Background: an optimization exercise with open tools, aiming at small area. Do not read the settings as production practice. In this exercise RTL edits were held to simulation tests only and were not proved equivalent to the original. No activity file was given, so power comes from the tool's default toggle rates.

==> flow/design.v <==
module Lab5(input sys_clk, input [5:0] num, input [1:0] op, input do_op, input reset, output [6:0] HEX1, output [6:0] HEX0);
localparam [9:0] LK_S    = 10'd4;
localparam [9:0] LK_E    = 10'd520;    
localparam [9:0] LK_EMSK = 10'd503;    
localparam [9:0] LK_NZ   = 10'd447;    
localparam [9:0] LK_INV  = 10'b1010101010;
localparam [3:0] R_TOP   = 4'b0001;
localparam [3:0] R_BELOW = 4'b1100;
reg [5:0] ring [0:13];
reg [5:0] cur_n;
reg [5:0] tos_n;
reg       pw;              
reg       pf;              
reg [3:0] top;
reg [3:0] rix;
reg [9:0] lks;
wire [5:0] cur = ~cur_n;
wire [5:0] tos = ~tos_n;
wire [9:0] lk  = lks ^ LK_INV;
wire stale  = |(lk & LK_NZ);
wire lk_end = (lk & LK_EMSK) == (LK_E & LK_EMSK);
wire acc    = ~stale & ~do_op;
wire push   = op[1] & ~op[0];
wire pop    = ~op[1] & op[0];
wire full   = &top;
wire empty  = ~|top;
wire pushok = acc & push & ~full;
wire popok  = acc & pop & ~empty;
wire popacc = acc & pop;
wire wr     = pw & (rix == R_BELOW);
wire fetch  = pf & (rix == R_TOP) & ~wr;
integer i;
always @(posedge sys_clk) begin
	for (i = 0; i < 13; i = i + 1)
		ring[i] <= ring[i+1];
	ring[13] <= wr ? tos : ring[0];
end
wire       c_num  = reset & pushok;
wire       c_tos  = reset & popok;
wire       c_hold = reset & ~pushok & ~popacc;
wire [5:0] cur_d  = ({6{c_num}} & num) | ({6{c_tos}} & tos) | ({6{c_hold}} & cur);
wire       t_hold = ~wr & ~fetch;
wire [5:0] tos_d  = ({6{wr}} & cur) | ({6{fetch}} & ring[0]) | ({6{t_hold}} & tos);
wire [3:0] rf1 = {~rix[3], rix[1:0], rix[2] ^ rix[1]};
wire [3:0] rf2 = {rix[3], rix[0], rix[2] ^ rix[1], rix[1] ^ rix[0]};
wire       r_s1 = reset & ~pushok & ~popok;
wire       r_s2 = reset & popok;
wire       r_h  = reset & pushok;
wire [3:0] rix_d = ({4{r_h}} & rix) | ({4{r_s1}} & rf1) | ({4{r_s2}} & rf2) | ({4{~reset}} & R_TOP);
wire       tch = pushok | popok;
wire [3:0] top_d;
assign top_d[0] = reset & (top[0] ^ tch);
assign top_d[1] = reset & (top[1] ^ (tch & (pushok ? top[0] : ~top[0])));
assign top_d[2] = reset & (top[2] ^ (tch & (pushok ? &top[1:0] : ~|top[1:0])));
assign top_d[3] = reset & (top[3] ^ (tch & (pushok ? &top[2:0] : ~|top[2:0])));
wire       lk_kill = ~reset | lk_end;
wire [9:0] lk_d = ({10{~lk_kill}} & {lk[8:0], lk[9] ^ lk[2]}) | ({10{reset & acc}} & LK_S);
always @(posedge sys_clk) begin
	cur_n  <= ~cur_d;
	tos_n  <= ~tos_d;
	pw     <= pushok | (pw & ~wr);
	pf     <= popok | (pf & ~fetch & ~pushok);
	rix    <= rix_d;
	top    <= top_d;
	lks    <= lk_d ^ LK_INV;
end
wire [2:0] tens = cur / 6'd10;
wire [3:0] ones = cur % 6'd10;
function [6:0] seg(input [3:0] d);
	case (d)
		4'd0: seg = 7'b1000000;
		4'd1: seg = 7'b1111001;
		4'd2: seg = 7'b0100100;
		4'd3: seg = 7'b0110000;
		4'd4: seg = 7'b0011001;
		4'd5: seg = 7'b0010010;
		4'd6: seg = 7'b0000010;
		4'd7: seg = 7'b1111000;
		4'd8: seg = 7'b0000000;
		4'd9: seg = 7'b0010000;
		default: seg = 7'b1111111;
	endcase
endfunction
assign HEX1 = seg({1'b0, tens});
assign HEX0 = seg(ones);
endmodule
clock: 6.0 ns
lec_check: 0
abc_area: 1
cap_margin: 20
core_margin: 2
core_utilization: 60
slew_margin: 20
standard.sh (not shown) runs the stock make flow with config.mk's settings and CLKGATE_MAP_FILE= SYNTH_SCRIPT=/design/flow/synth_recipe.tcl, a recipe that flattens the netlist after the stock synthesis.
==> flow/flow/run.sh <==
#!/bin/bash
# Own layout flow: the standard ORFS flow (standard.sh) with
#  - synthesis as standard.sh runs it, except that ABC maps the logic with
#    the area-oriented script in flow/abc_area.script (a copy of ORFS's
#    scripts folder with that one file replaced) and adders are left to ABC
#    (ADDER_MAP_FILE empty) instead of being mapped to ha/fa cells;
#  - CTS without dummy loads, with clkbuf_4 clock buffers;
#  - input/output ports buffered with buf_1.
# Each step's full output goes to its own log file in the work folder.
set -euo pipefail
cd "$(dirname "$0")/.."
W=$PWD
rm -rf "$W/scripts_own"
cp -r "$FLOW_HOME/scripts" "$W/scripts_own"
cp "$W/flow/abc_area.script" "$W/scripts_own/abc_area.script"
CTS="-sink_clustering_enable -repair_clock_nets -dont_use_dummy_load -buf_list {sky130_fd_sc_hd__clkbuf_4}"
bash standard.sh "SCRIPTS_DIR=$W/scripts_own" "ADDER_MAP_FILE=" synth > flow_synth.log 2>&1
bash standard.sh "SCRIPTS_DIR=$W/scripts_own" "ADDER_MAP_FILE=" "CTS_ARGS=$CTS" "BUFFER_PORTS_ARGS=-buffer_cell sky130_fd_sc_hd__buf_1" finish > flow_layout.log 2>&1
==> flow/flow/abc_area.script <==
strash
&get -n
&fraig -x
&put
scorr
dc2
strash
dch -f
amap
strash
&get -n
&dch -f
&nf -R 1000
&put
==> next run, changes <==
--- a/flow/flow/run.sh
+++ b/flow/flow/run.sh
@@ -2,5 +2,5 @@
 # Own layout flow: the standard ORFS flow (standard.sh) with
 #  - synthesis as standard.sh runs it, except that ABC maps the logic with
-#    the area-oriented script in flow/abc_area.script (a copy of ORFS's
+#    the area-oriented script in flow/abc_area.script (with &deepsyn) (a copy of ORFS's
 #    scripts folder with that one file replaced) and adders are left to ABC
 #    (ADDER_MAP_FILE empty) instead of being mapped to ha/fa cells;
==> flow/flow/abc_area.script (replaced) <==
strash
&get -n
&fraig -x
&put
scorr
dc2
strash
&get -n
&deepsyn -T 60
&put
strash
dch -f
amap
strash
&get -n
&dch -f
&nf -R 1000
&put
Settings changed: CORE_UTILIZATION 60 to 80, PLACE_DENSITY set to 0.85.
Count of clock-buffer cells in the layout stays the same; design area decreases by 2.5%; wire length rises by about 80%; die area came out lower by about 25%; hold slack gains 19 ps; worst setup slack gets worse by 110 ps; via count rose by about 22%.
==> next run, changes <==
--- a/flow/flow/run.sh
+++ b/flow/flow/run.sh
@@ -2,5 +2,5 @@
 # Own layout flow: the standard ORFS flow (standard.sh) with
 #  - synthesis as standard.sh runs it, except that ABC maps the logic with
-#    the area-oriented script in flow/abc_area.script (with &deepsyn) (a copy of ORFS's
+#    the area-oriented script in flow/abc_area.script (a copy of ORFS's
 #    scripts folder with that one file replaced) and adders are left to ABC
 #    (ADDER_MAP_FILE empty) instead of being mapped to ha/fa cells;
==> flow/flow/abc_area.script (replaced) <==
strash
&get -n
&fraig -x
&put
scorr
dc2
strash
dch -f
amap
strash
&get -n
&dch -f
&nf -R 1000
&put
Effect:
- sequential power falls by about 4%
- sequential cell count is unchanged
- clock skew is higher by 4.6 ps
- clock-buffer cell count does not change
- utilization rose by 0.80 points
- die area went up by about 1.5%
- register-to-register slack is better by 300 ps

==> port drivers added, routing unchanged <==
How much do the figures lean on ideal ports? The routed layouts below were timed once more, with nothing changed but the port constraints.
Step 1 assumes that a clkbuf_16 drives the clock port and a buf_2 every other input.
Step 2 adds t to the input delays and takes it off the output delays; t is the mean of the earliest and latest rising clock arrival at the registers after step 1. Input paths then give back, and output paths get back, about the clock's delay inside the block.
Slacks: no drivers / after step 1 / after step 2; pairs: no drivers / after step 1.
| run | t, ns | slack for setup (ns) | clock arrival spread, ns |
|---|---|---|---|
| the first run | 0.467 | 1.596 / 1.572 / 2.039 | 0.043 / 0.042 |
| the second run | 0.502 | 1.489 / 1.469 / 1.971 | 0.037 / 0.037 |
| the third run | 0.511 | 0.965 / 0.936 / 1.447 | 0.037 / 0.038 |
After both steps setup and hold are still met in every run listed.
